Context: an optimization exercise on an open-source flow, tuned for small area and a short achievable clock period. The choices shown serve that exercise and are no tape-out recipe.
The RTL was checked by simulation tests, not by an equivalence proof against the original design.
No activity file was given, so power comes from the tool's default toggle rates.

## alpha
==> flow/design.v (excerpt) <==
module RISC_V(
	input  wire [31:0] in,
	input  wire        clk,
	output wire [31:0] alu_output_data
);
For scale: roughly 1200 flip-flops, roughly 65 I/O pins.
Settings: LEC_CHECK=0, CAP_MARGIN=20, CORE_MARGIN=2, CORE_UTILIZATION=40, SLEW_MARGIN=20; clock period 13.5 ns.
standard.sh (not shown) runs the stock make flow with config.mk's settings and CLKGATE_MAP_FILE= SYNTH_SCRIPT=/design/flow/synth_recipe.tcl, a recipe that flattens the netlist after the stock synthesis.
==> flow/flow/run.sh <==
#!/bin/bash
# Standard layout with two changes, the SDC unchanged:
#  - timing repair aims below the clock period (setup margin), so the
#    critical paths get sized for the period the design can achieve;
#  - clock tree built from larger sink clusters, without dummy loads.
set -euo pipefail
bash standard.sh \
  "CTS_ARGS=-sink_clustering_enable -repair_clock_nets -dont_use_dummy_load -sink_clustering_size 20 -sink_clustering_max_diameter 70" \
  SETUP_SLACK_MARGIN=9.7 finish > standard_flow.log 2>&1
No stage failed in alpha, and the final checks on the layout all came back clean.
> inputs changed (alpha -> beta)
- a change of CORE_UTILIZATION from 40 to 50
diff --git a/flow/flow/run.sh b/flow/flow/run.sh
--- a/flow/flow/run.sh
+++ b/flow/flow/run.sh
@@ -6,4 +6,4 @@
 set -euo pipefail
 bash standard.sh \
-  "CTS_ARGS=-sink_clustering_enable -repair_clock_nets -dont_use_dummy_load -sink_clustering_size 20 -sink_clustering_max_diameter 70" \
-  SETUP_SLACK_MARGIN=9.7 finish > standard_flow.log 2>&1
+  "CTS_ARGS=-sink_clustering_enable -repair_clock_nets -dont_use_dummy_load -sink_clustering_size 25 -sink_clustering_max_diameter 80" \
+  SETUP_SLACK_MARGIN=10.0 finish > standard_flow.log 2>&1
==> comparison <==
Min share of final-layout standard cells stronger than drive strength 1 across beta and alpha: alpha. Hold slack, beta and alpha: higher on beta. Between beta and alpha, worst slew margin relative to its limit is higher for beta, alpha comes in under that. Total iterations of the first detailed-routing run: beta vs alpha up 9. NOTE: total vias in the final route in beta exceeds that of alpha. Total power: beta below alpha. As far as via count of the first global-routing pass is concerned, beta and alpha perform about the same. alpha -> beta: first-pass GRT wire length flat. Run comparison: alpha startpoint-to-endpoint class of the critical path reg -> reg; beta startpoint-to-endpoint class of the critical path reg -> out. The number of diodes added for antenna fixing of beta exceeds that of alpha by 3.
The inputs of gamma differ from those of beta as listed below.
- CORE_UTILIZATION: 50 -> 40
Results
Diff beta and gamma: met3 wire length higher in beta
beta → gamma: total of plain and repair buffers excluding clock buffers +about 4.6%; global-route wire length before repair shows an increase of 1.3%; area enclosed by the die boundary has increased; worst-case setup slack after placement shows an increase of 160 ps; total I/O pin count comparable.
Global-route usage ended up 9.9 points lower on gamma than on beta.
Re final non-filler cell total: beta was lower than gamma.
Via total after detailed routing shrinks slightly when moving from beta to gamma.


Starting RTL as in the previous note.
// RISC_V
module RISC_V(
	input  wire [31:0] in,
	input  wire        clk,
	output wire [31:0] alu_output_data
);
clock: 13.5 ns
lec_check: 0
cap_margin: 20
core_margin: 2
core_utilization: 50
slew_margin: 20
==> flow/flow/run.sh <==
#!/bin/bash
# Standard layout with two changes, the SDC unchanged:
#  - timing repair aims below the clock period (setup margin), so the
#    critical paths get sized for the period the design can achieve;
#  - clock tree built from larger sink clusters, without dummy loads.
set -euo pipefail
bash standard.sh \
  "CTS_ARGS=-sink_clustering_enable -repair_clock_nets -dont_use_dummy_load -sink_clustering_size 20 -sink_clustering_max_diameter 70" \
  SETUP_SLACK_MARGIN=10.0 finish > standard_flow.log 2>&1
The baseline ran to the end with no violations.
Rerun with:
Settings changed: CORE_UTILIZATION 50 to 40.
=> The changed run completed without violations. Wire length rose by about 0.6%. Die area went up by about 25%. Cell count climbs by about 6%. Clock-buffer cell count went up by 9. Cell area increases by about 1.2%. Power is higher by 2.4%. Global-route usage came out lower by 10 points.
Rerun with:
--- a/flow/flow/run.sh
+++ b/flow/flow/run.sh
@@ -8,2 +8,2 @@
   "CTS_ARGS=-sink_clustering_enable -repair_clock_nets -dont_use_dummy_load -sink_clustering_size 20 -sink_clustering_max_diameter 70" \
-  SETUP_SLACK_MARGIN=10.0 finish > standard_flow.log 2>&1
+  SETUP_SLACK_MARGIN=10.3 finish > standard_flow.log 2>&1
The changed run completed with no timing, DRC or antenna violations.
Design area climbs by 3.5%.
Routed wire length climbs by 0.66%.
Worst setup slack loses 22 ps.
Worst hold slack gains 5.2 ps.

==> what the ideal ports hide <==
No port has a modelled driver above. Below, the same layouts with a new extraction and two added sets of constraints. Step 1 sets driving cells, clkbuf_16 on the clock port and buf_2 on the other inputs (assumed; they add their load-dependent delay and slew). Step 2 times the ports against the registers' clock, not the clock port: input delays grow and output delays shrink by t, the midpoint of the rising clock arrivals with the driver on. Three values: no drivers, after step 1, after step 2; two values: the first two.
| run | t, ns | setup slack, ns | hold slack, ns | clock arrival spread, ns | slew at the worst register clock pin (ns) |
|---|---|---|---|---|---|
| alpha | 0.764 | 9.474 / 9.474 / 9.232 | 0.402 / 0.402 / 0.402 | 0.098 / 0.099 | 0.09 / 0.09 |
| beta | 0.795 | 9.520 / 9.448 / 9.335 | 0.407 / 0.407 / 0.407 | 0.083 / 0.083 | 0.11 / 0.11 |
| gamma | 0.770 | 9.595 / 9.522 / 9.368 | 0.396 / 0.396 / 0.396 | 0.118 / 0.117 | 0.10 / 0.10 |
| the first run of note 2 | 0.746 | 9.591 / 9.517 / 9.401 | 0.406 / 0.406 / 0.406 | 0.099 / 0.098 | 0.09 / 0.09 |
| the second run of note 2 | 0.776 | 9.601 / 9.528 / 9.379 | 0.394 / 0.394 / 0.394 | 0.109 / 0.110 | 0.09 / 0.09 |
| the third run of note 2 | 0.764 | 9.578 / 9.501 / 9.650 | 0.399 / 0.399 / 0.399 | 0.136 / 0.136 | 0.09 / 0.09 |
After both steps setup and hold are still met in every run listed. The setup slack of alpha, which loses most, moves by 0.000 ns with the drivers and by -0.242 ns with both steps.
